Source: an optimization exercise on an open RTL-to-GDS flow (aim: small area). Production flows keep margins and buffers that such runs may drop.
At most, simulation tests tie the RTL to the original design; equivalence was not proved.
The RTL of run 7 was laid out without a check of its function.
Power and IR drop assume default switching activity.

==> design/flow/design.v <==
module sccpu (instr, mem, clrn, clk, pc, alu, data, wmem);
    input  [31:0] instr, mem;
    input         clrn, clk;
    output [31:0] pc, alu, data;
    output        wmem;
    wire [5:0]  op = instr[31:26];
    wire [5:0]  fn = instr[5:0];
    wire [4:0]  rs = instr[25:21];
    wire [4:0]  rt = instr[20:16];
    wire [4:0]  rd = instr[15:11];
    wire [4:0]  sa = instr[10:6];
    wire [15:0] imm = instr[15:0];
    wire rtype = (op == 6'b000000);
    wire r_alu = rtype & ((fn[5:3] == 3'b100 & ~(fn[2] & fn[1] & fn[0]) & ~(~fn[2] & fn[0]))
                        | (fn[5:2] == 4'b0000 & ~(~fn[1] & fn[0])));
    wire i_jr   = rtype & (fn == 6'b001000);
    wire i_iop  = (op[5:3] == 3'b001) & ~(op[2:0] == 3'b001) & ~(op[2:1] == 2'b01);
    wire i_lw   = (op == 6'b100011);
    wire i_sw   = (op == 6'b101011);
    wire i_beq  = (op == 6'b000100);
    wire i_bne  = (op == 6'b000101);
    wire i_jmp  = (op[5:1] == 5'b00001);
    wire i_jal  = i_jmp & op[0];
    wire wreg = r_alu | i_iop | i_lw | i_jal;
    wire rt_alu  = ~op[5] & ~op[3];
    wire f2      = rt_alu ? fn[2] : op[2];
    wire f1      = rt_alu ? fn[1] : op[1];
    wire f0      = rt_alu ? fn[0] : op[0];
    wire s_shift = rt_alu & ~fn[5];
    wire s_sub   = rt_alu & fn[1];
    wire use_imm = op[5] | op[3];
    wire sx      = ~op[2] & imm[15];
    wire [4:0]  wn = i_jal ? 5'd31 : (rtype ? rd : rt);
    wire [31:0] wd;
    reg  [31:1] vld;
    wire [31:1] wsel;
    wire [31:0] qa, qb;
    wire [30:0] ca [0:31];
    wire [30:0] cb [0:31];
    genvar g, k;
    generate
        for (g = 1; g < 32; g = g + 1) begin : rf
            reg [31:0] q;
            assign wsel[g] = wreg & (wn == g);
            always @(posedge clk)
                if (wsel[g]) q <= wd;
            wire sela = vld[g] & (rs == g);
            wire selb = vld[g] & (rt == g);
            for (k = 0; k < 32; k = k + 1) begin : b
                assign ca[k][g-1] = q[k] & sela;
                assign cb[k][g-1] = q[k] & selb;
            end
        end
        for (k = 0; k < 32; k = k + 1) begin : rdp
            assign qa[k] = |ca[k];
            assign qb[k] = |cb[k];
        end
    endgenerate
    always @(posedge clk or negedge clrn)
        if (!clrn) vld <= 31'd0;
        else       vld <= vld | wsel;
    wire [31:0] b  = use_imm ? {{16{sx}}, imm} : qb;
    wire [31:0] sum = qa + (b ^ {32{s_sub}}) + {31'd0, s_sub};
    wire [31:0] lres = f1 ? (f0 ? {imm, 16'h0000} : (qa ^ b))
                          : (f0 ? (qa | b) : (qa & b));
    wire        sll = ~fn[1];
    wire [31:0] qbr, yr;
    wire [31:0] x;
    wire [31:0] y;
    generate
        for (g = 0; g < 32; g = g + 1) begin : rev
            assign qbr[g] = qb[31-g];
            assign yr[g]  = y[31-g];
        end
    endgenerate
    assign x = sll ? qbr : qb;
    wire fill = fn[0] & qb[31];
    assign y = $signed({fill, x}) >>> sa;
    wire [31:0] sres = sll ? yr : y;
    wire [31:0] res = s_shift ? sres : (f2 ? lres : sum);
    assign alu = res;
    reg  [31:0] pcr;
    wire [31:0] pc4 = {pcr[31:2] + 30'd1, pcr[1:0]};
    wire [31:0] bt  = {pc4[31:2] + {{14{imm[15]}}, imm}, pcr[1:0]};
    wire        z   = (qa == qb);
    wire        taken = (i_beq & z) | (i_bne & ~z);
    wire [31:0] npc = i_jr  ? qa :
                      i_jmp ? {pc4[31:28], instr[25:0], 2'b00} :
                      taken ? bt : pc4;
    always @(posedge clk or negedge clrn)
        if (!clrn) pcr <= 32'd0;
        else       pcr <= npc;
    assign pc = pcr;
    assign wd   = i_lw ? mem : (i_jal ? pc4 : res);
    assign data = qb;
    assign wmem = i_sw;
endmodule
==> design/flow/flow/run.sh <==
#!/bin/bash
# Own flow: the standard layout, with synthesis mapped by an area-oriented
# ABC script and clock-tree synthesis without dummy loads.
set -euo pipefail
W=$(pwd)
F=$W/flow
export AREA_ABC_SCRIPT=$F/area.abc
sed "s|^source \$::env(SCRIPTS_DIR)/synth.tcl|source $F/abc_swap.tcl|" synth_recipe.tcl > area_synth.tcl
grep -q abc_swap.tcl area_synth.tcl
bash standard.sh SYNTH_SCRIPT=$W/area_synth.tcl \
  "CTS_ARGS=-sink_clustering_enable -repair_clock_nets -dont_use_dummy_load" \
  finish > $W/flow_make.log 2>&1
==> design/flow/flow/abc_swap.tcl <==
# Runs ORFS's synth.tcl unchanged except that ABC maps with flow/area.abc,
# an area-oriented script, instead of the platform's delay-oriented one.
set f [open $::env(SCRIPTS_DIR)/synth.tcl]
set t [read $f]
close $f
set hook "source \$::env(SCRIPTS_DIR)/synth_preamble.tcl"
set t [string map [list $hook "$hook\nset abc_args \[lreplace \$abc_args 1 1 $::env(AREA_ABC_SCRIPT)\]"] $t]
eval $t
==> design/flow/flow/area.abc <==
strash
&get -n
&st
&synch2
&nf -R 1000
&put
topo
==> design/flow/standard.sh <==
#!/bin/bash
# synth_recipe.tcl (not shown) runs the flow's synth.tcl, then flattens the netlist and writes it again
# the make line also repeats each setting of config.mk as NAME=value (left out here)
make -C /OpenROAD-flow-scripts/flow DESIGN_CONFIG=/design/flow/config.mk WORK_HOME=/design/flow/orfs CLKGATE_MAP_FILE= SYNTH_SCRIPT=/design/flow/synth_recipe.tcl "${@:-finish}"
==> design/flow/config.mk <==
export PLATFORM = sky130hd
export DESIGN_NAME = sccpu
export DESIGN_NICKNAME = sccpu
export VERILOG_FILES = /design/flow/design.v
export SDC_FILE = /design/flow/constraint.sdc
export NUM_CORES = 4
export LEC_CHECK = 0
export CAP_MARGIN = 20
export CORE_MARGIN = 2
export CORE_UTILIZATION = 30
export PLACE_DENSITY = 0.45
export SETUP_SLACK_MARGIN = 0.6
export SLEW_MARGIN = 20
==> design/flow/constraint.sdc <==
create_clock -name core_clock -period 13.0 [get_ports {clk}]
set_input_delay 2.6000 -clock core_clock [delete_from_list [all_inputs] [get_ports {clk}]]
set_output_delay 2.6000 -clock core_clock [all_outputs]
set_load 0.01 [all_outputs]
==> results.cfg, run 1 <==
[die]
top_level_ports = 163
rows = 152
die-area_um2 = 176000
core_region_area_um2 = 172000
floorplan.die.width_um = 420
initial_utilization = 0.302
floorplan.die.height_um = 420

[logic_synthesis]
synth_area_leader_cell = edfxtp_1
yosys.area_share.adder = 0.0306
combinational_family_with_the_most_area_after_synthesis = compound AO/OA/AOI/OAI gates
ys_warn_count = 1
muxShareOfSynthArea = 0.0363
share_of_the_synthesized_area_in_the_top_cell_type = 0.573
synth_flop_cell = edfxtp_1
ys_seq_area_frac = 0.604
post_synth_and_or_nand_nor_area_fraction = 0.0903
ys_seq_elements = 1055
synth_cells = 3984
post_synth_xor_area_fraction = 0.0258
synth.distinct_cells = 52
synthArstFlopShare = 0.0597
synth.net_count = 4176
number_of_flops_mapped_to_enable_cells_by_yosys = 992
syn_avg_cell_area_um2 = 13.0
synthesis.area_um2 = 51900
synth_compound_area_frac = 0.208
synth_top_cells_by_area = edfxtp_1, a22oi_1, mux2i_1

[place]
gp_routability_congestion = 0.975
postPlaceCellArea_um2 = 58900
detail_placement_hpwl_um = 185000
port_buffers = 162

[routing]
met1Wirelength_um = 106000
met3_wirelength_um = 30600
dr.max_layer_used = met5
drt_first_iter_violations = 7636
routed_via_density = 6.54
wl_per_cell_um = 40.0
total_number_of_vias = 44675
drt_pre_antenna_iters = 9
number_of_routed_nets_with_antenna_violations = 0
remaining_drc_errors = 0
dr_wl_met2_um = 120000
drt_wl_total_um = 274000

[power]
ir_worst_vdd_mv = 0.110
design_power_total_mw = 8.67
total_leakage_power_nw = 20.7
cell_area_power_density_nw_per_um2 = 140

[clock_tree]
worstSkewPairLatency_ns = 0.76
clock_tree.root_cell = clkbuf_16
numCtsBuffers = 114
clock_sinks = 1055
tritoncts_clock_tree = built
cts.reportedPaths.clkPinSlew_ns = 0.06
cts_buffer_depth = 3
cts_hold_repair.buffers = 0
ctsHtreeMaxLevel = 3

[sta]
final.min_clock_period_ns = 12.15
timing.max_slew.rel_slack = 0.138
fmax_mhz = 82.3
finalHoldViolations = 0
report.final.slew_viol_count = 0
final-setup-viol-count = 0
max_slew.worst_pin.slew_ns = 1.26
fin_crit_sh = 0.935
final.setup_skew_ns = 0.0847
rsz0062_at_grt = yes
fin_setup_tns_ns = 0

[worst_setup_path]
crit_path_end_kind = output port
cp.required_ns = 10.40
r2r_slack_ns = 6.05
timing.critical_path.arrival_ns = 9.55
crit_slowest_cell = clkdlybuf4s50_1
worstPathMaxFanout = 21
worst-r2r-cell-count = 20
critical_path.max_stage_delay_ns = 0.69
setup.worst_path.class = input pin to output port
crit_path_cell_trace = clkdlybuf4s50_1 -> nor2b_1 -> nor2b_1 -> and3_2 -> buf_4 -> a22oi_1 -> nand4_1 -> or4_1 -> nand2_1 -> nand2_1 -> xnor2_1 -> ha_1 -> a21o_1 -> a31oi_1 -> o21ai_0 -> a21oi_1 -> nor3_1 -> nor3_1 -> or4b_1 -> nand3b_1 -> xor2_1 -> a21oi_1 -> o21ai_0 -> clkdlybuf4s50_1
worst_setup_start_kind = input pin

[global_routing]
grt_overflow_total = 0
antenna_violations_before_repair = 11
grt_first_pass_wirelength_um = 365000
via_count_of_the_first_global_routing_pass = 42525
grt_use_total = 0.302
largest_net_degree_at_the_start_of_global_routing = 64

[layout]
post-route-cell-area_um2 = 61900
syn2layout_area_growth_pct = 19.2
number_of_inserted_filler_cells_in_the_final_layout = 16591
design.final.nets = 4710
post_route_cells_drive_above_1_share = 0.115
leading_cell_types_in_the_layout_fill_and_taps_excluded = edfxtp_1, a22oi_1, nand2_1
layout.cells.most_common = edfxtp_1

[hold_path]
holdCritPathClass = flop to flop
hold_path_stages = 1

[run_status]
status = complete, no violations

[run]
cap_viol_max_count = 0
## sequential cells by signal, indices dropped and copies added, names as in the netlist
signal and cells:
pcr 32, rf.q 992, vld 31
## power breakdown
part           internal, mW  switching [mW]
registers              3.91          0.0833
logic                 0.633            1.23
clock network          1.52            1.29
## routing by layer
layer,vias up,global-route usage
met4,8,0.169
met5,-,0
met3,704,0.0768
met2,3418,0.461
li1,17871,-
met1,22674,0.389
## area by class of cell
cell class | count | area, um^2 | area share
well taps | 2310 | 2890 | 0.0467
diodes | 5 | 12.5 | 0.000202
multi-input cells | 2854 | 21000 | 0.338
inverters | 75 | 282 | 0.00455
flip-flops and latches | 1055 | 31400 | 0.507
repair buffers | 418 | 3550 | 0.0574
clock buffers | 114 | 2850 | 0.0461
## kinds of logic (layout without fill, tap and decap cells)
kind of cell	Yosys count	in the layout
other cells	0	5
simple gates	933	933
compound gates	1463	1463
fa+ha+maj	126	126
mux	179	179
xor+xnor	153	153
flops	1055	1055
buf+inv	75	607
## stage by stage
| step | hold WS [ns] | cells | utilization | setup slack [ns] |
|---|---|---|---|---|
| floorplan | 0.449 | 3984 | - | 2.71 |
| global placement | 0.500 | 6710 | 0.343 | 0.253 |
| detailed placement | 0.493 | 6711 | 0.343 | 0.406 |
| CTS | 0.511 | 6825 | 0.360 | 0.633 |
| global route | 0.546 | 6826 | 0.360 | 0.606 |
| finish | 0.524 | 6831 | 0.360 | 0.848 |
## cells in the mapped netlist, types with 7 or more instances
cell type	instances
ha_1	124
or3_1	34
xnor2_1	118
clkinv_1	75
mux2i_1	167
mux4_2	7
a211oi_1	38
nand4_1	146
edfxtp_1	992
o21a_1	27
or2_0	34
a31oi_1	12
nor3_1	13
a21o_1	14
o211ai_1	45
a21oi_1	129
a311oi_1	13
nand3_1	128
nor2_1	145
a221oi_1	171
o21ai_0	189
and2_0	15
xor2_1	35
dfrtp_1	63
a22oi_1	558
o22ai_1	7
a222oi_1	64
or4_1	32
o221ai_1	11
nor2b_1	20
nand2_1	272
a22o_1	171
and3_1	73
## timing repair
item                                    CTS  global route
gates resized for setup                   3            14
pin swaps                                 0             1
setup buffers                             0             1
endpoints found under the hold margin     0             0
endpoints found under the setup margin    5             6
## worst paths after layout
kind / startpoint / to
worst min-delay path: vld[30] / vld[30]
max in group asynchronous: clrn / pcr[17]
worst max register to register: vld[7] / rf[16].q[21]
min in group asynchronous: clrn / pcr[1]
worst max-delay path: instr[18] / alu[29]
worst min register to register: vld[30] / vld[30]
## critical path, delay by kind of cell
kind | cells | cell delay (ns)
fa+ha+maj | 1 | 0.42
xor+xnor | 2 | 0.26
simple gates | 11 | 2.77
compound gates | 7 | 1.55
buf+inv | 3 | 1.90
==> inputs of run 2 (changes only) <==
--- a/design/flow/design.v
+++ b/design/flow/design.v
@@ -27,7 +27,7 @@
     wire f1      = rt_alu ? fn[1] : op[1];
     wire f0      = rt_alu ? fn[0] : op[0];
     wire s_shift = rt_alu & ~fn[5];
-    wire s_sub   = rt_alu & fn[1];
+    wire s_sub   = rtype & fn[1] & ~fn[2];
     wire use_imm = op[5] | op[3];
     wire sx      = ~op[2] & imm[15];
     wire [4:0]  wn = i_jal ? 5'd31 : (rtype ? rd : rt);
@@ -42,8 +42,9 @@
         for (g = 1; g < 32; g = g + 1) begin : rf
             reg [31:0] q;
             assign wsel[g] = wreg & (wn == g);
+            wire [31:0] we = {32{wsel[g]}};
             always @(posedge clk)
-                if (wsel[g]) q <= wd;
+                q <= (q & ~we) | (wd & we);
             wire sela = vld[g] & (rs == g);
             wire selb = vld[g] & (rt == g);
             for (k = 0; k < 32; k = k + 1) begin : b
@@ -60,9 +61,30 @@
         if (!clrn) vld <= 31'd0;
         else       vld <= vld | wsel;
     wire [31:0] b  = use_imm ? {{16{sx}}, imm} : qb;
-    wire [31:0] sum = qa + (b ^ {32{s_sub}}) + {31'd0, s_sub};
-    wire [31:0] lres = f1 ? (f0 ? {imm, 16'h0000} : (qa ^ b))
-                          : (f0 ? (qa | b) : (qa & b));
+    wire [31:0] bx = b ^ {32{s_sub}};
+    wire [31:0] p  = qa ^ bx;
+    wire [31:0] gg = qa & bx;
+    reg  [31:0] G, P;
+    integer l, i;
+    always @(*) begin
+        G = {gg[31:1], gg[0] | (p[0] & s_sub)};
+        P = p;
+        for (l = 0; l < 5; l = l + 1)
+            for (i = 0; i < 32; i = i + 1)
+                if (((i + 1) % (2 << l)) == 0) begin
+                    G[i] = G[i] | (P[i] & G[i - (1 << l)]);
+                    P[i] = P[i] & P[i - (1 << l)];
+                end
+        for (l = 3; l >= 0; l = l - 1)
+            for (i = 0; i < 32; i = i + 1)
+                if (i + 1 >= (3 << l) && ((i + 1 - (1 << l)) % (2 << l)) == 0) begin
+                    G[i] = G[i] | (P[i] & G[i - (1 << l)]);
+                    P[i] = P[i] & P[i - (1 << l)];
+                end
+    end
+    wire [31:0] sum  = p ^ {G[30:0], s_sub};
+    wire [31:0] lres = f1 ? (f0 ? {imm, 16'h0000} : p)
+                          : (f0 ? (p | gg) : gg);
     wire        sll = ~fn[1];
     wire [31:0] qbr, yr;
     wire [31:0] x;
@@ -80,9 +102,31 @@
     wire [31:0] res = s_shift ? sres : (f2 ? lres : sum);
     assign alu = res;
     reg  [31:0] pcr;
-    wire [31:0] pc4 = {pcr[31:2] + 30'd1, pcr[1:0]};
-    wire [31:0] bt  = {pc4[31:2] + {{14{imm[15]}}, imm}, pcr[1:0]};
-    wire        z   = (qa == qb);
+    wire [31:0] pc4, bt;
+    wire [30:0] c;
+    wire [16:0] d;
+    wire [14:0] f;
+    wire [13:0] t = pcr[31:18] ^ {14{imm[15]}};
+    assign c[0] = 1'b1;
+    assign d[0] = 1'b1;
+    assign f[0] = d[16] ^ imm[15];
+    generate
+        for (g = 0; g < 30; g = g + 1) begin : inc
+            assign pc4[g+2] = pcr[g+2] ^ c[g];
+            assign c[g+1]   = pcr[g+2] & c[g];
+        end
+        for (g = 0; g < 16; g = g + 1) begin : lo
+            assign bt[g+2] = pcr[g+2] ^ imm[g] ^ d[g];
+            assign d[g+1]  = (pcr[g+2] & imm[g]) | (pcr[g+2] & d[g]) | (imm[g] & d[g]);
+        end
+        for (g = 0; g < 14; g = g + 1) begin : hid
+            assign bt[g+18] = t[g] ^ f[g] ^ imm[15];
+            assign f[g+1]   = t[g] & f[g];
+        end
+    endgenerate
+    assign pc4[1:0]  = pcr[1:0];
+    assign bt[1:0]   = pcr[1:0];
+    wire        z   = ~|p;
     wire        taken = (i_beq & z) | (i_bne & ~z);
     wire [31:0] npc = i_jr  ? qa :
                       i_jmp ? {pc4[31:28], instr[25:0], 2'b00} :
==> design/flow/flow/run.sh (replaced) <==
#!/bin/bash
# Own flow: the standard layout, with synthesis mapped by an area-oriented
# ABC script, smaller port buffers and a clock tree of smaller buffers
# without dummy loads.
set -euo pipefail
W=$(pwd)
F=$W/flow
export AREA_ABC_SCRIPT=$F/area.abc
sed "s|^source \$::env(SCRIPTS_DIR)/synth.tcl|source $F/abc_swap.tcl|" synth_recipe.tcl > area_synth.tcl
grep -q abc_swap.tcl area_synth.tcl
bash standard.sh SYNTH_SCRIPT=$W/area_synth.tcl \
  "CTS_ARGS=-sink_clustering_enable -repair_clock_nets -dont_use_dummy_load -buf_list {sky130_fd_sc_hd__clkbuf_8 sky130_fd_sc_hd__clkbuf_16} -sink_clustering_size 30 -sink_clustering_max_diameter 70" \
  "BUFFER_PORTS_ARGS=-buffer_cell sky130_fd_sc_hd__buf_1" \
  ADDER_MAP_FILE= MATCH_CELL_FOOTPRINT=0 RECOVER_POWER=100 \
  finish > $W/flow_make.log 2>&1
==> design/flow/flow/area.abc (replaced) <==
strash
&get -n
&st
&syn2
&dch -f
&nf -R 1000 -a -p
&put
topo
==> design/flow/config.mk (replaced) <==
export PLATFORM = sky130hd
export DESIGN_NAME = sccpu
export DESIGN_NICKNAME = sccpu
export VERILOG_FILES = /design/flow/design.v
export SDC_FILE = /design/flow/constraint.sdc
export NUM_CORES = 4
export LEC_CHECK = 0
export CAP_MARGIN = 0
export CORE_MARGIN = 2
export CORE_UTILIZATION = 55
export PLACE_DENSITY = 0.68
export SETUP_SLACK_MARGIN = 0.2
export SLEW_MARGIN = 0
==> run 2 against run 1 <==
  * Now fails the layout checks on capacitance limit, slew limit
  * Core utilization up 26 points
  * Critical path type unchanged
  * Sequential power up 2%
  * Synthesized cell count down 5.4%
  * Count of clock-buffer cells in the layout down 59
  * Critical path depth up 9
  * Highest routed layer unchanged
  * Worst hold slack worse by 0.0071 ns
  * Via count up 3.3%
  * Non-clock buffer count down 32
  * Area after synthesis down 5.5%
==> results.cfg, run 2 <==
[run_status]
status = complete, but fails checks
layout.failed_checks = capacitance limit, slew limit

[hold_path]
holdCritPathClass = flop to flop

[global_routing]
via_count_of_the_first_global_routing_pass = 42250
antenna_violations_before_repair = 21
grt_use_total = 0.558
grt_overflow_total = 0
largest_net_degree_at_the_start_of_global_routing = 64
grt_first_pass_wirelength_um = 345000

[clock_tree]
cts.reportedPaths.clkPinSlew_ns = 0.10
worstSkewPairLatency_ns = 0.72
clock_sinks = 1055
cts_hold_repair.buffers = 0
numCtsBuffers = 55
tritoncts_clock_tree = built
ctsHtreeMaxLevel = 2
cts_buffer_depth = 3
clock_tree.root_cell = clkbuf_16

[sta]
final.setup_skew_ns = 0.0732
report.final.slew_viol_count = 1767
final.min_clock_period_ns = 12.69
max_slew.worst_pin.slew_ns = 5.01
layout_setup_ws_ns = 0.311
fin_crit_sh = 0.976
rsz0062_at_grt = no
fmax_mhz = 78.8
final-setup-viol-count = 0
finalHoldViolations = 0
fin_setup_tns_ns = 0
timing.max_slew.rel_slack = -2.34

[layout]
post-route-util = 0.618
number_of_inserted_filler_cells_in_the_final_layout = 6944
syn2layout_area_growth_pct = 11.2
post_route_cells_drive_above_1_share = 0.0829
leading_cell_types_in_the_layout_fill_and_taps_excluded = edfxtp_1, nand2_1, a222oi_1
design.final.nets = 4276
layout.cells.most_common = edfxtp_1

[routing]
drt_wl_total_um = 260000
total_number_of_vias = 46161
routed_via_density = 8.57
number_of_routed_nets_with_antenna_violations = 0
drt_first_iter_violations = 14253
drt_pre_antenna_iters = 17
wl_per_cell_um = 48.2
remaining_drc_errors = 0

[worst_setup_path]
worstPathMaxFanout = 8
timing.critical_path.mode_cell = a31oi_1
timing.critical_path.arrival_ns = 10.09
crit_slowest_cell = nand4_1
critical_path.max_stage_delay_ns = 0.54
setup.worst_path.class = input pin to output port
cp.required_ns = 10.40
worst_setup_start_kind = input pin
crit_path_end_kind = output port

[logic_synthesis]
synth_area_leader_cell = edfxtp_1
synthArstFlopShare = 0.0597
synth.net_count = 3833
ys_seq_elements = 1055
synth_flop_cell = edfxtp_1
synth_top_cells_by_area = edfxtp_1, a222oi_1, a22oi_1
ys_seq_area_frac = 0.639
most_frequent_cells_after_synthesis = edfxtp_1, nand2_1, a222oi_1, a22oi_1, nor2_1
synth_cells = 3767
synth.distinct_cells = 54
synthesis.area_um2 = 49100
ys_warn_count = 1
share_of_the_synthesized_area_in_the_top_cell_type = 0.607
synth.most_common_cell = edfxtp_1
number_of_flops_mapped_to_enable_cells_by_yosys = 992
syn_avg_cell_area_um2 = 13.0

[die]
die-area_um2 = 91700
core_region_area_um2 = 88400
initial_utilization = 0.556
floorplan.die.height_um = 303
floorplan.die.width_um = 303
rows = 109
top_level_ports = 163

[power]
p_comb_frac = 0.182
power_frac_clock = 0.253
ir_worst_vdd_mv = 0.130
netSwitchingFraction = 0.299
power_switching_mw = 2.15
seq_power_share = 0.565
total_leakage_power_nw = 17.7
cell_area_power_density_nw_per_um2 = 131
internal_power_mw = 5.03

[place]
preCtsSetupSlack_ns = 0.217
detail_placement_hpwl_um = 163000
gp_routability_congestion = 1.04
port_buffers = 162

[run]
cap_viol_max_count = 55
## run 2: logic make-up (layout without fill, tap and decap cells)
family | after synthesis | count (layout) | share of synthesized area
XOR/XNOR | 100 | 100 | 0.0178
buffers and inverters | 20 | 461 | 0.00153
flip-flops | 1055 | 1055 | 0.639
other | 0 | 16 | 0
adder cells (fa/ha/maj) | 13 | 13 | 0.00265
AND/OR/NAND/NOR | 1171 | 1171 | 0.116
multiplexers | 132 | 132 | 0.0274
AO/OA/AOI/OAI | 1276 | 1276 | 0.196
## run 2: power groups by stage
stage                     Combinational (mW)  Clock (mW)  Sequential [mW]
after floorplan                        0.641           0             4.10
after global placement                  1.20           0             4.11
after detailed placement                1.21           0             4.11
after CTS                               1.22        1.78             4.03
after global routing                    1.35        1.88             4.06
final                                   1.31        1.81             4.06
## run 2: final timing paths
check | startpoint | end | slack, ns | cells after the start
worst max-delay path | instr[22] | alu[31] | 0.31 | 33
worst min-delay path | vld[13] | vld[13] | 0.52 | 1
worst max register to register | vld[10] | flop | 2.83 | 32
worst min register to register | vld[13] | vld[13] | 0.52 | 1
max in group asynchronous | clrn | pcr[10] | 6.76 | 2
min in group asynchronous | clrn | pcr[19] | 3.65 | 2
## run 2: layout make-up
cell class	count	area, um^2	share of cell area
Multi-Input combinational cell	2692	18100	0.332
Clock buffer	55	1380	0.0252
Inverter	20	75.1	0.00137
Sequential cell	1055	31400	0.574
Tap cell	1165	1460	0.0267
Timing Repair Buffer	386	2180	0.0399
Antenna cell	16	40.0	0.000733
## run 2: repair_timing
| item | CTS | global route |
|---|---|---|
| endpoints found under the setup margin | 0 | 8 |
| buffers inserted | 0 | 3 |
| endpoints found under the hold margin | 0 | 0 |
| resized for setup | 0 | 22 |
## run 2: layer usage
| layer | part of all wire | vias up | global-route usage |
|---|---|---|---|
| li1 | - | 16974 | - |
| met1 | 0.30 | 21614 | 0.644 |
| met2 | 0.39 | 5695 | 0.755 |
| met3 | 0.20 | 1853 | 0.319 |
| met4 | 0.11 | 25 | 0.439 |
| met5 | 0.0020 | - | 0.0217 |
## run 2: through the flow
stage / power [mW] / instance area [um^2] / hold slack (ns) / std cells
2_1_floorplan: 4.74 / 49100 / 0.449 / 3767
3_3_place_gp: 5.32 / 53400 / 0.483 / 5314
3_5_place_dp: 5.32 / 53400 / 0.486 / 5314
4_1_cts: 7.03 / 54800 / 0.509 / 5369
5_1_grt: 7.29 / 54600 / 0.540 / 5375
6_report: 7.18 / 54600 / 0.517 / 5389
## run 2: critical path: cells and delay by family
family	cells	cell delay, ns
compound gates	14	2.55
xor+xnor	1	0.14
buf+inv	4	1.07
simple gates	14	3.72
==> inputs of run 3 (changes only) <==
--- a/design/flow/flow/run.sh
+++ b/design/flow/flow/run.sh
@@ -11,5 +11,5 @@
 bash standard.sh SYNTH_SCRIPT=$W/area_synth.tcl \
   "CTS_ARGS=-sink_clustering_enable -repair_clock_nets -dont_use_dummy_load -buf_list {sky130_fd_sc_hd__clkbuf_8 sky130_fd_sc_hd__clkbuf_16} -sink_clustering_size 30 -sink_clustering_max_diameter 70" \
   "BUFFER_PORTS_ARGS=-buffer_cell sky130_fd_sc_hd__buf_1" \
-  ADDER_MAP_FILE= MATCH_CELL_FOOTPRINT=0 RECOVER_POWER=100 \
+  ADDER_MAP_FILE= MATCH_CELL_FOOTPRINT=0 \
   finish > $W/flow_make.log 2>&1
==> run 3 against run 2 <==
  * Fails layout checks on capacitance limit
  * Largest power group unchanged
  * Via count is 0.35% higher
  * Power hardly changed
  * Core utilization is 0.35 points higher
==> results.cfg, run 3 <==
[sta]
layout_setup_ws_ns = 0.386
timing.max_slew.rel_slack = -0.0619
final.setup_skew_ns = 0.0719
max_slew.worst_pin.slew_ns = 1.58
hold_slack_ns = 0.516
final-setup-viol-count = 0
fmax_mhz = 79.3
fin_crit_sh = 0.970
fin_setup_tns_ns = 0
final.min_clock_period_ns = 12.61
report.final.slew_viol_count = 9
finalHoldViolations = 0
rsz0062_at_grt = no

[routing]
drt_wl_total_um = 260000
total_number_of_vias = 46322
drt_first_iter_violations = 14165
routed_via_density = 8.59
number_of_routed_nets_with_antenna_violations = 0
remaining_drc_errors = 0
wl_per_cell_um = 48.3
drt_pre_antenna_iters = 17

[layout]
design.final.nets = 4276
leading_cell_types_in_the_layout_fill_and_taps_excluded = edfxtp_1, nand2_1, a222oi_1
syn2layout_area_growth_pct = 11.9
layout.cells.non_filler = 5395
post-route-cell-area_um2 = 54900
layout.cells.most_common = edfxtp_1
post_route_cells_drive_above_1_share = 0.0993

[place]
detail_placement_hpwl_um = 163000
postPlaceCellArea_um2 = 53400
gp_routability_congestion = 1.04
dp.cells = 5314
port_buffers = 162
preCtsSetupSlack_ns = 0.217

[power]
power_frac_clock = 0.251
total_leakage_power_nw = 18.0
cell_area_power_density_nw_per_um2 = 131
power_switching_mw = 2.14
p_comb_frac = 0.185
internal_power_mw = 5.03
seq_power_share = 0.564
netSwitchingFraction = 0.299
ir_worst_vdd_mv = 0.130

[worst_setup_path]
cp_top_family = simple AND/OR/NAND/NOR gates
crit_slowest_cell = nand4_1
crit_path_end_kind = output port
crit_buf_inv = 4
setup.worst_path.class = input pin to output port
timing.critical_path.mode_cell = a31oi_1
cp.required_ns = 10.40
worst_setup_start_kind = input pin
critical_path.max_stage_delay_ns = 0.54
worstPathMaxFanout = 8
timing.critical_path.arrival_ns = 10.01

[die]
die-area_um2 = 91700
initial_utilization = 0.556
core_region_area_um2 = 88400
floorplan.die.height_um = 303
rows = 109
top_level_ports = 163
floorplan.die.width_um = 303

[clock_tree]
ctsHtreeMaxLevel = 2
numCtsBuffers = 55
tritoncts_clock_tree = built
clock_sinks = 1055
cts_hold_repair.buffers = 0
clock_tree.root_cell = clkbuf_16
cts_buffer_depth = 3
worstSkewPairLatency_ns = 0.71
cts.reportedPaths.clkPinSlew_ns = 0.10

[logic_synthesis]
number_of_flops_mapped_to_enable_cells_by_yosys = 992
yosys.area_share.adder = 0.00265
ys_warn_count = 1
synthArstFlopShare = 0.0597
synth_flop_cell = edfxtp_1
synth.distinct_cells = 54
most_frequent_cells_after_synthesis = edfxtp_1, nand2_1, a222oi_1, a22oi_1, nor2_1
synth_cells = 3767
synth.net_count = 3833
combinational_family_with_the_most_area_after_synthesis = compound AO/OA/AOI/OAI gates
synth_compound_area_frac = 0.196
muxShareOfSynthArea = 0.0274
synth_top_cells_by_area = edfxtp_1, a222oi_1, a22oi_1
post_synth_and_or_nand_nor_area_fraction = 0.116
post_synth_xor_area_fraction = 0.0178
ys_seq_area_frac = 0.639
synth.most_common_cell = edfxtp_1
ys_seq_elements = 1055
synthesis.area_um2 = 49100
syn_avg_cell_area_um2 = 13.0
synth_area_leader_cell = edfxtp_1
share_of_the_synthesized_area_in_the_top_cell_type = 0.607

[run_status]
layout.failed_checks = capacitance limit
status = complete, but fails checks

[global_routing]
largest_net_degree_at_the_start_of_global_routing = 64
grt_first_pass_wirelength_um = 345000
via_count_of_the_first_global_routing_pass = 42250
grt_use_total = 0.558
grt_overflow_total = 0
antenna_violations_before_repair = 21

[hold_path]
holdCritPathClass = flop to flop

[run]
cap_viol_max_count = 4
run 3: timing repair:
item                       4_1_cts  5_1_grt
gates resized for setup          0       22
buffers inserted                 0        3
setup endpoints to repair        0        8
run 3: kinds of logic after synthesis:
family | Yosys count
fa+ha+maj | 13
mux | 132
compound gates | 1276
flops | 1055
simple gates | 1171
xor+xnor | 100
buf+inv | 20
run 3: metrics by stage:
stage	utilization	total power [mW]
global route	0.621	7.30
CTS	0.620	7.03
global placement	0.604	5.32
detailed placement	0.604	5.32
floorplan	-	4.74
finish	0.622	7.17
run 3: layout make-up:
class	count	area [um^2]
Tap cell	1165	1460
Inverter	20	75.1
Clock buffer	55	1380
Sequential cell	1055	31400
Timing Repair Buffer	386	2390
Antenna cell	22	55.1
Multi-Input combinational cell	2692	18200
Fill cell	6860	33400
run 3: worst paths after layout:
path | startpoint | endpoint | slack, ns | depth (start not counted)
min in group asynchronous | clrn | pcr[19] | 2.20 | 2
min reg2reg | vld[13] | vld[13] | 0.52 | 1
max reg2reg | vld[20] | flop | 4.49 | 31
max in group asynchronous | clrn | vld[9] | 10.06 | 2
max | instr[22] | alu[31] | 0.39 | 33
min | vld[13] | vld[13] | 0.52 | 1
run 3: per-layer routing:
layer | part of all wire | up-vias | GRT usage
li1 | - | 16979 | -
met1 | 0.30 | 21628 | 0.644
met2 | 0.39 | 5744 | 0.755
met3 | 0.20 | 1945 | 0.319
met4 | 0.11 | 26 | 0.439
met5 | 0.0028 | - | 0.0217
run 3: power by group through the flow:
stage                     registers [mW]  logic (mW)  clock network [mW]
after floorplan                     4.10       0.641                   0
after global placement              4.11        1.20                   0
after detailed placement            4.11        1.21                   0
after CTS                           4.03        1.22                1.78
after global routing                4.05        1.37                1.88
final                               4.04        1.33                1.80
run 3: worst register-to-register path: cells and delay by family, from the launching register on:
family / cells / cell delay (ns)
xor gates and xnor gates: 2 / 0.29
muxes: 1 / 0.37
AOI/OAI and AO/OA: 11 / 3.08
and+or+nand+nor: 16 / 3.47
buffers and inverters: 1 / 0.32
DFF: 1 / 0.55
==> inputs of run 4 (changes only) <==
--- a/design/flow/design.v
+++ b/design/flow/design.v
@@ -42,9 +42,8 @@
         for (g = 1; g < 32; g = g + 1) begin : rf
             reg [31:0] q;
             assign wsel[g] = wreg & (wn == g);
-            wire [31:0] we = {32{wsel[g]}};
             always @(posedge clk)
-                q <= (q & ~we) | (wd & we);
+                if (wsel[g]) q <= wd;
             wire sela = vld[g] & (rs == g);
             wire selb = vld[g] & (rt == g);
             for (k = 0; k < 32; k = k + 1) begin : b
==> design/flow/config.mk (replaced) <==
export PLATFORM = sky130hd
export DESIGN_NAME = sccpu
export DESIGN_NICKNAME = sccpu
export VERILOG_FILES = /design/flow/design.v
export SDC_FILE = /design/flow/constraint.sdc
export NUM_CORES = 4
export LEC_CHECK = 0
export CAP_MARGIN = 10
export CORE_MARGIN = 2
export CORE_UTILIZATION = 45
export PLACE_DENSITY = 0.6
export SETUP_SLACK_MARGIN = 0.2
export SLEW_MARGIN = 5
==> run 4 against run 3 <==
  * Now clean on timing, DRC and antenna
  * Count of clock-buffer cells in the layout rose by 13
  * Wire length rose by 8.8%
  * Final area rose by 3.4%
  * Setup slack improved by 0.027 ns
  * Critical path depth rose by 6
  * Die area rose by 22%
  * Worst hold slack improved by 0.0018 ns
  * Combinational power rose by 4%
  * Power rose by 4.0%
  * Via count fell by 0.49%
  * Global-route usage fell by 6.3 points
  * Maximum frequency rose by 0.22%
  * Highest routed layer unchanged
==> results.cfg, run 4 <==
[logic_synthesis]
share_of_the_synthesized_area_in_the_top_cell_type = 0.607
syn_avg_cell_area_um2 = 13.1
synth_top_cells_by_area = edfxtp_1, a222oi_1, a22oi_1
ys_seq_area_frac = 0.639
ys_seq_elements = 1055
number_of_flops_mapped_to_enable_cells_by_yosys = 992
synth.net_count = 3817
synth.distinct_cells = 56
synthesis.area_um2 = 49100
synth_area_leader_cell = edfxtp_1
synth.most_common_cell = edfxtp_1
synth_flop_cell = edfxtp_1
synth_cells = 3751
most_frequent_cells_after_synthesis = edfxtp_1, nand2_1, a222oi_1, nor2_1, a22oi_1
ys_warn_count = 1
synthArstFlopShare = 0.0597

[global_routing]
largest_net_degree_at_the_start_of_global_routing = 61
antenna_violations_before_repair = 17
grt.met1_usage = 0.609
grt_overflow_total = 0
global_routing_usage_on_met2 = 0.691
use_met3 = 0.221
via_count_of_the_first_global_routing_pass = 42189
grt_first_pass_wirelength_um = 372000
grt_use_total = 0.495
grt.busiest_layer = met2

[layout]
design.final.nets = 4391
top_register = rf.q
largest_reg_flops = 992
post-route-cell-area_um2 = 56800
syn2layout_area_growth_pct = 15.7
number_of_inserted_filler_cells_in_the_final_layout = 9400
biggestRegsByFlops = rf.q x992, pcr x32, vld x31
post_route_cells_drive_above_1_share = 0.129
leading_cell_types_in_the_layout_fill_and_taps_excluded = edfxtp_1, nand2_1, a222oi_1
layout.cells.most_common = edfxtp_1

[die]
initial_utilization = 0.452
top_level_ports = 163
die-area_um2 = 112000
rows = 121
floorplan.die.width_um = 334
core_region_area_um2 = 109000
floorplan.die.height_um = 334

[routing]
drt_wl_total_um = 283000
drt_first_iter_violations = 13294
drt_pre_antenna_iters = 15
routed_via_density = 8.01
total_number_of_vias = 46094
remaining_drc_errors = 0
number_of_routed_nets_with_antenna_violations = 0
wl_per_cell_um = 49.3

[clock_tree]
cts_buffer_depth = 3
clock_sinks = 1055
cts.reportedPaths.clkPinSlew_ns = 0.10
numCtsBuffers = 68
worstSkewPairLatency_ns = 0.71
ctsHtreeMaxLevel = 3
tritoncts_clock_tree = built
clock_tree.root_cell = clkbuf_16

[worst_setup_path]
timing.critical_path.arrival_ns = 9.99
setup.worst_path.class = input pin to output port
critical_path.max_stage_delay_ns = 0.52
worstPathMaxFanout = 9
crit_path_end_kind = output port
worst_setup_start_kind = input pin
crit_slowest_cell = buf_1
cp.required_ns = 10.40
timing.critical_path.mode_cell = nand2_1

[place]
gp_routability_congestion = 1.03
postPlaceCellArea_um2 = 55000
port_buffers = 162
detail_placement_hpwl_um = 184000

[sta]
final.min_clock_period_ns = 12.59
timing.max_slew.rel_slack = 0.141
rsz0062_at_grt = no
final.setup_skew_ns = 0.0982
fin_setup_tns_ns = 0
finalHoldViolations = 0
fmax_mhz = 79.4
report.final.slew_viol_count = 0
final-setup-viol-count = 0
fin_crit_sh = 0.968
max_slew.worst_pin.slew_ns = 1.29

[power]
cell_area_power_density_nw_per_um2 = 131
total_leakage_power_nw = 18.9
internal_power_mw = 5.24
p_comb_frac = 0.184
ir_worst_vdd_mv = 0.0985
seq_power_share = 0.540
design_power_total_mw = 7.46
netSwitchingFraction = 0.297
power_switching_mw = 2.22
power_frac_clock = 0.276

[run]
cap_viol_max_count = 0

[run_status]
status = complete, no violations

[hold_path]
holdCritPathClass = flop to flop
[run 4: final timing paths]
kind	slack, ns	depth (start not counted)	end	startpoint
setup reg to reg	5.07	39	rf[15].q[30]	vld[8]
hold reg to reg	0.52	1	vld[16]	vld[16]
setup / recovery	0.41	39	alu[31]	instr[22]
min in group asynchronous	1.94	1	pcr[30]	clrn
hold / removal	0.52	1	vld[16]	vld[16]
max in group asynchronous	9.96	2	vld[13]	clrn
[run 4: cell type report]
cell class | count | area [um^2] | share of cell area
antenna | 14 | 35.0 | 0.000617
clock buffer | 68 | 1700 | 0.0300
inverter | 17 | 63.8 | 0.00112
multi-input combinational | 2679 | 18400 | 0.324
sequential | 1055 | 31400 | 0.552
tap | 1414 | 1770 | 0.0312
timing repair buffer | 504 | 3430 | 0.0605
[run 4: power by group through the flow]
stage	combinational (mW)	clock [mW]	sequential (mW)
final	1.38	2.06	4.03
after global routing	1.42	2.16	4.03
after CTS	1.30	2.04	4.02
after detailed placement	1.30	0	4.09
after global placement	1.30	0	4.09
after floorplan	0.641	0	4.08
[run 4: critical path, delay by kind of cell]
family	cells	cell delay, ns
and+or+nand+nor	16	2.42
buffers and inverters	6	1.51
xor gates and xnor gates	1	0.19
muxes	1	0.29
AOI/OAI and AO/OA	15	2.91
[run 4: cell families (layout without fill, tap and decap cells)]
logic type | after synthesis | after routing | share of synthesized area
AOI/OAI and AO/OA | 1248 | 1248 | 0.195
and+or+nand+nor | 1191 | 1191 | 0.117
DFF | 1055 | 1055 | 0.639
muxes | 116 | 116 | 0.0249
xor gates and xnor gates | 108 | 108 | 0.0193
buffers and inverters | 17 | 589 | 0.00130
adders and majority gates | 16 | 16 | 0.00326
other | 0 | 14 | 0
[run 4: repair_timing]
action / in CTS / in global routing
hold buffers: 0 / 0
endpoints found under the setup margin: 0 / 5
gates resized for setup: 0 / 10
buffers inserted: 0 / 3
[run 4: routing by layer]
metal / part of all wire / up-vias
met5: 0.0010 / -
met3: 0.17 / 1363
met1: 0.33 / 22239
met2: 0.40 / 5300
li1: - / 17176
met4: 0.091 / 16
[run 4: per-stage QoR]
stage	hold WS, ns	util	cells	setup WS [ns]
after floorplan	0.449	-	3751	0.885
after global placement	0.506	0.507	5664	0.230
after detailed placement	0.483	0.507	5664	0.274
after CTS	0.505	0.522	5732	0.248
after global routing	0.521	0.523	5739	0.228
final	0.518	0.523	5751	0.413
==> inputs of run 5 (changes only) <==
==> design/flow/flow/run.sh (replaced) <==
#!/bin/bash
# Own flow: the standard layout, with synthesis mapped by an area-oriented
# ABC script, smaller port buffers and a clock tree of smaller buffers
# without dummy loads.
set -euo pipefail
W=$(pwd)
F=$W/flow
export AREA_ABC_SCRIPT=$F/area.abc
sed "s|^source \$::env(SCRIPTS_DIR)/synth.tcl|source $F/abc_swap.tcl|" synth_recipe.tcl > area_synth.tcl
grep -q abc_swap.tcl area_synth.tcl
bash standard.sh SYNTH_SCRIPT=$W/area_synth.tcl \
  "CTS_ARGS=-sink_clustering_enable -repair_clock_nets -dont_use_dummy_load -buf_list {sky130_fd_sc_hd__clkbuf_4 sky130_fd_sc_hd__clkbuf_8} -sink_clustering_size 24 -sink_clustering_max_diameter 45" \
  "BUFFER_PORTS_ARGS=-buffer_cell sky130_fd_sc_hd__buf_1" \
  ADDER_MAP_FILE= \
  finish > $W/flow_make.log 2>&1
--- a/design/flow/config.mk
+++ b/design/flow/config.mk
@@ -5,9 +5,9 @@
 export SDC_FILE = /design/flow/constraint.sdc
 export NUM_CORES = 4
 export LEC_CHECK = 0
-export CAP_MARGIN = 10
+export CAP_MARGIN = 2
 export CORE_MARGIN = 2
 export CORE_UTILIZATION = 45
 export PLACE_DENSITY = 0.6
 export SETUP_SLACK_MARGIN = 0.2
-export SLEW_MARGIN = 5
+export SLEW_MARGIN = 0
==> run 5 against run 4 <==
  * Final area is 0.31% lower
  * Global-route usage hardly changed
  * Via count hardly changed
  * Power is 2.3% lower
==> results.cfg, run 5 <==
[die]
floorplan.die.width_um = 334
core_region_area_um2 = 109000
initial_utilization = 0.452
rows = 121
die-area_um2 = 112000
floorplan.die.height_um = 334
top_level_ports = 163

[routing]
drt_first_iter_violations = 12985
dr_wl_met2_um = 115000
met3_wirelength_um = 48200
routed_via_density = 7.96
met1Wirelength_um = 95200
remaining_drc_errors = 0
number_of_routed_nets_with_antenna_violations = 0
drt_pre_antenna_iters = 12
drt_wl_total_um = 283000
dr.max_layer_used = met5
wl_per_cell_um = 48.9
total_number_of_vias = 46102

[layout]
design.final.nets = 4433
largest_reg_flops = 992
leading_cell_types_in_the_layout_fill_and_taps_excluded = edfxtp_1, nand2_1, a222oi_1
post_route_cells_drive_above_1_share = 0.138
top_register = rf.q
sequential_cell_area_um2 = 31400
layout.cells.most_common = edfxtp_1
post-route-cell-area_um2 = 56600
biggestRegsByFlops = rf.q x992, pcr x32, vld x31
syn2layout_area_growth_pct = 15.3
multiInputGateArea_um2 = 18400
number_of_inserted_filler_cells_in_the_final_layout = 9444

[clock_tree]
clock_tree.root_cell = clkbuf_8
cts_hold_repair.buffers = 0
tritoncts_clock_tree = built
ctsHtreeMaxLevel = 3
numCtsBuffers = 112
cts_buffer_depth = 3
clock_sinks = 1055
worstSkewPairLatency_ns = 0.88
cts.reportedPaths.clkPinSlew_ns = 0.04

[worst_setup_path]
crit_path_end_kind = output port
cp_top_family = compound AO/OA/AOI/OAI gates
worst_setup_start_kind = input pin
setup.worst_path.class = input pin to output port
cp.required_ns = 10.40
timing.critical_path.arrival_ns = 10.03
crit_slowest_cell = buf_1
timing.critical_path.mode_cell = nand2_1
critical_path.max_stage_delay_ns = 0.53
crit_buf_inv = 6
worstPathMaxFanout = 9

[logic_synthesis]
synthArstFlopShare = 0.0597
synth.distinct_cells = 56
number_of_flops_mapped_to_enable_cells_by_yosys = 992
synthesis.area_um2 = 49100
ys_seq_area_frac = 0.639
syn_avg_cell_area_um2 = 13.1
synth_flop_cell = edfxtp_1
synth_area_leader_cell = edfxtp_1
synth_cells = 3751
ys_warn_count = 1
ys_seq_elements = 1055
synth.most_common_cell = edfxtp_1
synth.net_count = 3817
most_frequent_cells_after_synthesis = edfxtp_1, nand2_1, a222oi_1, nor2_1, a22oi_1
share_of_the_synthesized_area_in_the_top_cell_type = 0.607
synth_top_cells_by_area = edfxtp_1, a222oi_1, a22oi_1

[sta]
layout_setup_ws_ns = 0.373
fmax_mhz = 79.2
max_slew.worst_pin.slew_ns = 1.30
fin_setup_tns_ns = 0
final.setup_skew_ns = 0.129
final-setup-viol-count = 0
fin_crit_sh = 0.971
final.min_clock_period_ns = 12.63
report.final.slew_viol_count = 0
timing.max_slew.rel_slack = 0.133
finalHoldViolations = 0
rsz0062_at_grt = no

[run_status]
status = complete, no violations

[global_routing]
grt_overflow_total = 0
grt_first_pass_wirelength_um = 372000
grt_use_total = 0.495
via_count_of_the_first_global_routing_pass = 42371
largest_net_degree_at_the_start_of_global_routing = 61
antenna_violations_before_repair = 16

[run]
cap_viol_max_count = 0

[power]
ir_worst_vdd_mv = 0.104
cell_area_power_density_nw_per_um2 = 129
total_leakage_power_nw = 18.9
design_power_total_mw = 7.29

[place]
preCtsSetupSlack_ns = 0.274
port_buffers = 162
gp_routability_congestion = 1.03
postPlaceCellArea_um2 = 55000
detail_placement_hpwl_um = 184000

[hold_path]
holdCritPathClass = flop to flop
-- run 5: cell families after synthesis --
kind of cell | synth area share
compound gates | 0.195
simple gates | 0.117
flops | 0.639
mux | 0.0249
xor+xnor | 0.0193
buf+inv | 0.00130
fa+ha+maj | 0.00326
-- run 5: layout make-up --
| class | count | area share |
|---|---|---|
| clock buffers | 112 | 0.0272 |
| well taps | 1414 | 0.0312 |
| inverters | 17 | 0.00113 |
| multi-input cells | 2679 | 0.325 |
| diodes | 14 | 0.000619 |
| repair buffers | 502 | 0.0603 |
| flip-flops and latches | 1055 | 0.554 |
-- run 5: repair_timing --
| item | in CTS | in global routing |
|---|---|---|
| resized for setup | 0 | 13 |
| endpoints found under the setup margin | 0 | 6 |
| buffers inserted | 0 | 2 |
-- run 5: worst register-to-register path, delay by kind of cell, from the launching register on --
| family | cells | cell delay, ns |
|---|---|---|
| mux | 1 | 0.31 |
| simple gates | 17 | 2.94 |
| compound gates | 14 | 2.57 |
| flops | 1 | 0.55 |
| xor+xnor | 1 | 0.15 |
| buf+inv | 6 | 1.11 |
-- run 5: worst paths after layout --
check | depth (start not counted) | to | start | slack (ns)
max | 39 | alu[31] | instr[21] | 0.37
min | 1 | vld[16] | vld[16] | 0.51
max reg2reg | 39 | rf[12].q[30] | vld[8] | 5.01
min reg2reg | 1 | vld[16] | vld[16] | 0.51
max in group asynchronous | 2 | vld[16] | clrn | 10.08
min in group asynchronous | 1 | pcr[30] | clrn | 1.77
-- run 5: per-stage QoR --
step	hold slack (ns)	cells	utilization
CTS	0.493	5776	0.521
global route	0.507	5780	0.521
detailed placement	0.483	5664	0.507
finish	0.510	5793	0.522
global placement	0.506	5664	0.507
floorplan	0.449	3751	-
-- run 5: where the power goes --
part | internal (mW) | total [mW] | switching [mW]
Combinational | 0.404 | 1.37 | 0.970
Sequential | 3.91 | 4.03 | 0.119
Clock | 0.756 | 1.89 | 1.13
Total | 5.07 | 7.29 | 2.22
-- run 5: per-layer routing --
metal / GRT usage / vias up
met2: 0.696 / 5151
li1: - / 17246
met3: 0.226 / 1342
met4: 0.340 / 18
met1: 0.605 / 22345
met5: 0 / -
==> inputs of run 6 (changes only) <==
==> design/flow/flow/area.abc (replaced) <==
strash
&get -n
&st
&synch2
&dch -f
&nf -R 1000 -a
&put
topo
==> run 6 against run 5 <==
  * Still clean
  * Combinational power shrank about 20%
  * Critical path depth shrank 5
  * Count of clock-buffer cells in the layout grew 7
  * Clock power grew 2%
  * Global-route usage shrank 2.7 points
  * First-iteration DRC count shrank 11%
  * Power shrank 4.0%
  * Maximum frequency grew 1.1%
  * Via count shrank 0.37%
  * Largest cell class unchanged
  * Highest routed layer unchanged
==> results.cfg, run 6 <==
[run_status]
status = complete, no violations

[global_routing]
grt_overflow_total = 0
antenna_violations_before_repair = 20
grt_first_pass_wirelength_um = 356000
grt_use_total = 0.468
via_count_of_the_first_global_routing_pass = 42106
largest_net_degree_at_the_start_of_global_routing = 64

[sta]
report.final.slew_viol_count = 0
fin_setup_tns_ns = 0
finalHoldViolations = 0
final.setup_skew_ns = 0.112
fin_crit_sh = 0.960
max_slew.worst_pin.slew_ns = 1.35
final.min_clock_period_ns = 12.49
final-setup-viol-count = 0
rsz0062_at_grt = no
timing.max_slew.rel_slack = 0.0957
fmax_mhz = 80.1

[worst_setup_path]
timing.critical_path.mode_cell = a21oi_1
worst_setup_start_kind = input pin
worstPathMaxFanout = 5
timing.critical_path.arrival_ns = 9.89
crit_slowest_cell = or4_1
critical_path.max_stage_delay_ns = 0.62
setup.worst_path.class = input pin to output port
cp.required_ns = 10.40
crit_path_end_kind = output port

[logic_synthesis]
ys_seq_elements = 1055
syn_avg_cell_area_um2 = 13.0
share_of_the_synthesized_area_in_the_top_cell_type = 0.607
synth_area_leader_cell = edfxtp_1
synth_cells = 3766
number_of_flops_mapped_to_enable_cells_by_yosys = 992
ys_seq_area_frac = 0.639
most_frequent_cells_after_synthesis = edfxtp_1, a222oi_1, nand2_1, a22oi_1, nor2_1
synth_flop_cell = edfxtp_1
synth.net_count = 3832
synthArstFlopShare = 0.0597
synthesis.area_um2 = 49100
synth.most_common_cell = edfxtp_1
synth_top_cells_by_area = edfxtp_1, a222oi_1, a22oi_1
synth.distinct_cells = 52
ys_warn_count = 1

[routing]
remaining_drc_errors = 0
number_of_routed_nets_with_antenna_violations = 0
routed_via_density = 7.97
wl_per_cell_um = 46.5
drt_pre_antenna_iters = 15
drt_first_iter_violations = 11545
drt_wl_total_um = 268000
total_number_of_vias = 45933

[die]
rows = 121
top_level_ports = 163
die-area_um2 = 112000
core_region_area_um2 = 109000
floorplan.die.width_um = 334
initial_utilization = 0.452
floorplan.die.height_um = 334

[clock_tree]
ctsHtreeMaxLevel = 3
cts_buffer_depth = 3
numCtsBuffers = 119
tritoncts_clock_tree = built
clock_sinks = 1055
cts.reportedPaths.clkPinSlew_ns = 0.04
cts_hold_repair.buffers = 0
worstSkewPairLatency_ns = 0.86
clock_tree.root_cell = clkbuf_8

[place]
port_buffers = 162
gp_routability_congestion = 1.03
postPlaceCellArea_um2 = 54100
detail_placement_hpwl_um = 171000

[layout]
layout.cells.most_common = edfxtp_1
post-route-cell-area_um2 = 55800
biggestRegsByFlops = rf.q x992, pcr x32, vld x31
post_route_cells_drive_above_1_share = 0.126
leading_cell_types_in_the_layout_fill_and_taps_excluded = edfxtp_1, a222oi_1, nand2_1
top_register = rf.q
syn2layout_area_growth_pct = 13.8
design.final.nets = 4398
largest_reg_flops = 992

[power]
total_leakage_power_nw = 18.5
ir_worst_vdd_mv = 0.0934
cell_area_power_density_nw_per_um2 = 125

[hold_path]
holdCritPathClass = flop to flop

[run]
cap_viol_max_count = 0
## run 6: logic make-up (layout without fill, tap and decap cells)
family                   after synthesis  count (layout)  share of synthesized area
multiplexers                         111             111                     0.0229
XOR/XNOR                             107             107                     0.0191
other                                  0              16                          0
flip-flops                          1055            1055                      0.639
AND/OR/NAND/NOR                     1122            1122                      0.111
AO/OA/AOI/OAI                       1325            1325                      0.203
buffers and inverters                 35             599                    0.00268
adder cells (fa/ha/maj)               11              11                    0.00224
## run 6: path summary, 6_finish.rpt
path | start | end | slack, ns | depth (start not counted)
worst min-delay path | vld[21] | vld[21] | 0.51 | 1
worst min register to register | vld[21] | vld[21] | 0.51 | 1
max in group asynchronous | clrn | pcr[13] | 10.36 | 2
min in group asynchronous | clrn | vld[24] | 1.97 | 2
worst max-delay path | instr[16] | alu[31] | 0.51 | 34
worst max register to register | vld[17] | rf[9].q[27] | 4.62 | 28
## run 6: repair_timing
action	4_1_cts	5_1_grt
setup endpoints to repair	0	3
gates resized for setup	0	9
setup buffers	0	0
## run 6: metal layers
| metal | share of wire | track usage | up-vias |
|---|---|---|---|
| li1 | - | - | 17215 |
| met1 | 0.33 | 0.555 | 22098 |
| met2 | 0.40 | 0.663 | 5081 |
| met3 | 0.17 | 0.226 | 1517 |
| met4 | 0.093 | 0.326 | 22 |
| met5 | 0.0020 | 0.0256 | - |
## run 6: worst max-delay path, delay by kind of cell
family                    cells  cell delay, ns
and+or+nand+nor              14            3.28
AOI/OAI and AO/OA            16            3.22
buffers and inverters         3            0.60
xor gates and xnor gates      1            0.15
## run 6: area by class of cell
type / instances / area [um^2]
sequential: 1055 / 31400
multi-input combinational: 2676 / 18100
inverter: 35 / 131
antenna: 16 / 40.0
fill: 9420 / 52700
tap: 1414 / 1770
clock buffer: 119 / 1640
timing repair buffer: 445 / 2810
## run 6: stage by stage
stage	total power [mW]	cells	hold slack (ns)	worst slack, ns	util
after floorplan	4.57	3766	0.449	0.500	-
after global placement	5.08	5624	0.499	0.353	0.499
after detailed placement	5.08	5624	0.484	0.306	0.499
after CTS	6.94	5743	0.499	0.263	0.514
after global routing	7.17	5749	0.532	0.205	0.514
final	6.99	5760	0.512	0.515	0.514
## run 6: power breakdown
part / leakage [nW] / switching, mW / internal (mW)
Combinational: 7.76 / 0.794 / 0.308
Sequential: 9.85 / 0.0925 / 3.87
Clock: 0.856 / 1.13 / 0.801
Total: 18.5 / 2.01 / 4.98
==> inputs of run 7 (changes only) <==
--- a/design/flow/design.v
+++ b/design/flow/design.v
@@ -42,8 +42,9 @@
         for (g = 1; g < 32; g = g + 1) begin : rf
             reg [31:0] q;
             assign wsel[g] = wreg & (wn == g);
+            wire [31:0] we = {32{wsel[g]}};
             always @(posedge clk)
-                if (wsel[g]) q <= wd;
+                q <= (q & ~we) | (wd & we);
             wire sela = vld[g] & (rs == g);
             wire selb = vld[g] & (rt == g);
             for (k = 0; k < 32; k = k + 1) begin : b
@@ -104,11 +105,13 @@
     wire [31:0] pc4, bt;
     wire [30:0] c;
     wire [16:0] d;
-    wire [14:0] f;
-    wire [13:0] t = pcr[31:18] ^ {14{imm[15]}};
+    wire [14:0] e, f;
+    wire [13:0] hi = pcr[31:18];
+    wire [13:0] hm1, hp1;
     assign c[0] = 1'b1;
     assign d[0] = 1'b1;
-    assign f[0] = d[16] ^ imm[15];
+    assign e[0] = 1'b1;
+    assign f[0] = 1'b1;
     generate
         for (g = 0; g < 30; g = g + 1) begin : inc
             assign pc4[g+2] = pcr[g+2] ^ c[g];
@@ -119,12 +122,15 @@
             assign d[g+1]  = (pcr[g+2] & imm[g]) | (pcr[g+2] & d[g]) | (imm[g] & d[g]);
         end
         for (g = 0; g < 14; g = g + 1) begin : hid
-            assign bt[g+18] = t[g] ^ f[g] ^ imm[15];
-            assign f[g+1]   = t[g] & f[g];
+            assign hm1[g]  = hi[g] ^ e[g];
+            assign e[g+1]  = ~hi[g] & e[g];
+            assign hp1[g]  = hi[g] ^ f[g];
+            assign f[g+1]  = hi[g] & f[g];
         end
     endgenerate
     assign pc4[1:0]  = pcr[1:0];
     assign bt[1:0]   = pcr[1:0];
+    assign bt[31:18] = (d[16] == imm[15]) ? hi : (d[16] ? hp1 : hm1);
     wire        z   = ~|p;
     wire        taken = (i_beq & z) | (i_bne & ~z);
     wire [31:0] npc = i_jr  ? qa :
--- a/design/flow/flow/run.sh
+++ b/design/flow/flow/run.sh
@@ -10,6 +10,6 @@
 grep -q abc_swap.tcl area_synth.tcl
 bash standard.sh SYNTH_SCRIPT=$W/area_synth.tcl \
   "CTS_ARGS=-sink_clustering_enable -repair_clock_nets -dont_use_dummy_load -buf_list {sky130_fd_sc_hd__clkbuf_4 sky130_fd_sc_hd__clkbuf_8} -sink_clustering_size 24 -sink_clustering_max_diameter 45" \
-  "BUFFER_PORTS_ARGS=-buffer_cell sky130_fd_sc_hd__buf_1" \
+  "BUFFER_PORTS_ARGS=-buffer_cell sky130_fd_sc_hd__buf_2" \
   ADDER_MAP_FILE= \
   finish > $W/flow_make.log 2>&1
--- a/design/flow/config.mk
+++ b/design/flow/config.mk
@@ -5,7 +5,7 @@
 export SDC_FILE = /design/flow/constraint.sdc
 export NUM_CORES = 4
 export LEC_CHECK = 0
-export CAP_MARGIN = 2
+export CAP_MARGIN = 0
 export CORE_MARGIN = 2
 export CORE_UTILIZATION = 45
 export PLACE_DENSITY = 0.6
==> run 7 against run 6 <==
  * Still clean
  * Area after synthesis increased by 0.18%
  * Wire length increased by 4.9%
  * Die area increased by 0.18%
  * Global-route usage increased by 2.2 points
  * Combinational power increased by 8%
  * Critical endpoint unchanged
  * Largest power group unchanged
  * Highest routed layer unchanged
==> results.cfg, run 7 <==
[global_routing]
via_count_of_the_first_global_routing_pass = 42757
grt_overflow_total = 0
antenna_violations_before_repair = 15
grt_first_pass_wirelength_um = 370000
grt_use_total = 0.490
largest_net_degree_at_the_start_of_global_routing = 71

[routing]
remaining_drc_errors = 0
drt_first_iter_violations = 13110
drt_wl_total_um = 281000
wl_per_cell_um = 48.9
total_number_of_vias = 46909
routed_via_density = 8.16
drt_pre_antenna_iters = 17
number_of_routed_nets_with_antenna_violations = 0

[die]
floorplan.die.width_um = 335
initial_utilization = 0.453
die-area_um2 = 112000
top_level_ports = 163
core_region_area_um2 = 109000
rows = 121
floorplan.die.height_um = 335

[sta]
fin_crit_sh = 0.963
finalHoldViolations = 0
final.setup_skew_ns = 0.133
timing.max_slew.rel_slack = 0.0593
fin_setup_tns_ns = 0
max_slew.worst_pin.slew_ns = 1.40
final.min_clock_period_ns = 12.51
rsz0062_at_grt = no
layout_setup_ws_ns = 0.487
fmax_mhz = 79.9
final-setup-viol-count = 0
report.final.slew_viol_count = 0

[worst_setup_path]
critical_path.max_stage_delay_ns = 0.60
worstPathMaxFanout = 11
r2r_slack_ns = 4.51
worst-r2r-cell-count = 28
crit_slowest_cell = nor4_4
timing.critical_path.arrival_ns = 9.91
crit_path_end_kind = output port
setup.worst_path.class = input pin to output port
cp.required_ns = 10.40
r2r_start = vld[20]
worst_setup_start_kind = input pin

[clock_tree]
ctsHtreeMaxLevel = 3
cts_setup_buffers = 0
clock_tree.root_cell = clkbuf_8
cts_buffer_depth = 3
worstSkewPairLatency_ns = 0.88
cts_hold_repair.buffers = 0
numCtsBuffers = 117
cts.reportedPaths.clkPinSlew_ns = 0.06
tritoncts_clock_tree = built
post_cts_resize_count = 0
clock_sinks = 1055

[logic_synthesis]
synth_flop_cell = edfxtp_1
synth_top_cells_by_area = edfxtp_1, a222oi_1, a22oi_1
synth_area_leader_cell = edfxtp_1
ys_seq_elements = 1055
synth.net_count = 3841
synth.distinct_cells = 55
synthesis.area_um2 = 49200
synth.most_common_cell = edfxtp_1
ys_warn_count = 1
synthArstFlopShare = 0.0597
most_frequent_cells_after_synthesis = edfxtp_1, nand2_1, a22oi_1, a222oi_1, nor2_1
ys_seq_area_frac = 0.638
number_of_flops_mapped_to_enable_cells_by_yosys = 992
share_of_the_synthesized_area_in_the_top_cell_type = 0.606
synth_cells = 3775
syn_avg_cell_area_um2 = 13.0

[place]
port_buffers = 162
detail_placement_hpwl_um = 178000
preCtsSetupSlack_ns = 0.510
dp.cells = 5612
gp_routability_congestion = 1.04

[layout]
design.final.nets = 4383
layout.cells.most_common = edfxtp_1
leading_cell_types_in_the_layout_fill_and_taps_excluded = edfxtp_1, nand2_1, a22oi_1
syn2layout_area_growth_pct = 13.8
post-route-util = 0.515
post_route_cells_drive_above_1_share = 0.153
layout.cells.non_filler = 5747
number_of_inserted_filler_cells_in_the_final_layout = 9406

[run]
cap_viol_max_count = 0

[hold_path]
worst_hold_path.endpoint = vld[25]
holdCritPathClass = flop to flop
hold_path_stages = 1
hold_path.startpoint = vld[25]

[power]
ir_worst_vdd_mv = 0.0821
cell_area_power_density_nw_per_um2 = 127
total_leakage_power_nw = 18.8

[run_status]
status = complete, no violations
==> run 7: changes by cell type in the layout (fill, tap and decap cells not counted), moves of 14 or more <==
cell,change
a222oi_1,-21
a22oi_1,+35
buf_1,-153
buf_2,+160
buf_4,-28
nand2_1,+23
nor2_1,-30
nor2b_1,-14
o21ai_0,+15
==> run 7: power breakdown <==
part / switching, mW / total, mW / internal, mW
clock network: 1.15 / 1.94 / 0.789
logic: 0.843 / 1.19 / 0.347
registers: 0.127 / 4.00 / 3.88
total: 2.12 / 7.13 / 5.01
==> run 7: area by class of cell <==
class,count,area [um^2],share of cell area
Sequential cell,1055,31400,0.561
Multi-Input combinational cell,2681,18100,0.323
Timing Repair Buffer,423,2920,0.0522
Tap cell,1414,1770,0.0316
Clock buffer,117,1610,0.0288
Inverter,39,146,0.00262
Antenna cell,18,45.0,0.000805
==> run 7: critical path: cells and delay by family <==
kind	cells	cell delay [ns]
AND/OR/NAND/NOR	10	2.76
buffers and inverters	5	1.08
adder cells (fa/ha/maj)	1	0.41
XOR/XNOR	2	0.35
AO/OA/AOI/OAI	11	2.72
==> run 7: worst max path at each step <==
stage,startpoint,endpoint,slack [ns],cells after the start
2_1_floorplan,instr[31],alu[31],0.73,20
3_5_place_dp,instr[18],alu[31],0.51,29
3_3_place_gp,instr[18],alu[31],0.63,29
4_1_cts,instr[18],alu[31],0.48,29
6_report,instr[18],alu[31],0.49,29
5_1_grt,instr[17],alu[31],0.37,30
==> run 7: metrics by stage <==
step | total power, mW | hold WS (ns) | instance area [um^2]
global route | 7.29 | 0.548 | 55900
detailed placement | 5.20 | 0.501 | 54300
global placement | 5.20 | 0.505 | 54300
floorplan | 4.63 | 0.449 | 49200
finish | 7.13 | 0.524 | 56000
CTS | 7.05 | 0.518 | 55900
==> run 7: cells by family after synthesis <==
| logic type | Yosys count | synth area share |
|---|---|---|
| fa+ha+maj | 12 | 0.00244 |
| simple gates | 1092 | 0.107 |
| compound gates | 1360 | 0.208 |
| flops | 1055 | 0.638 |
| xor+xnor | 104 | 0.0185 |
| buf+inv | 39 | 0.00298 |
| mux | 113 | 0.0233 |
==> run 7: metal layers <==
layer,global-route usage,part of all wire
met5,0.0330,0.0021
met4,0.376,0.10
met3,0.241,0.18
met2,0.686,0.40
met1,0.570,0.32

[afterwards: timing with drivers on the ports]
How much do the figures lean on ideal ports? The routed layouts below were timed once more, with nothing changed but the port constraints. Step 1 sets driving cells, clkbuf_16 on the clock port and buf_2 on the other inputs (assumed; they add their load-dependent delay and slew). Step 2 moves the port delays by t, midway between the first and last clock arrival at a register: inputs arrive t later, outputs are due t later. That takes back most of the time a late clock gives input paths. a / b / c = ideal ports / drivers / drivers and shift; a / b = the first two.
| run | t (ns) | setup WS [ns] | worst slew at a driven data input, ns | pins driven straight from the clock port |
|---|---|---|---|---|
| run 1 | 0.804 | 0.848 / 0.817 / 0.817 | 0.10 | 1 |
| run 2 | 0.762 | 0.311 / 0.287 / -0.126 | 0.08 | 1 |
| run 3 | 0.758 | 0.386 / 0.363 / 0.363 | 0.08 | 1 |
| run 4 | 0.730 | 0.413 / 0.379 / 0.379 | 0.06 | 1 |
| run 5 | 0.882 | 0.373 / 0.340 / 0.340 | 0.06 | 1 |
| run 6 | 0.883 | 0.515 / 0.491 / 0.491 | 0.06 | 1 |
| run 7 | 0.884 | 0.487 / 0.469 / 0.469 | 0.07 | 1 |
For run 2, which loses most, drivers alone change the setup slack by -0.024 ns; drivers and shift together by -0.437 ns.
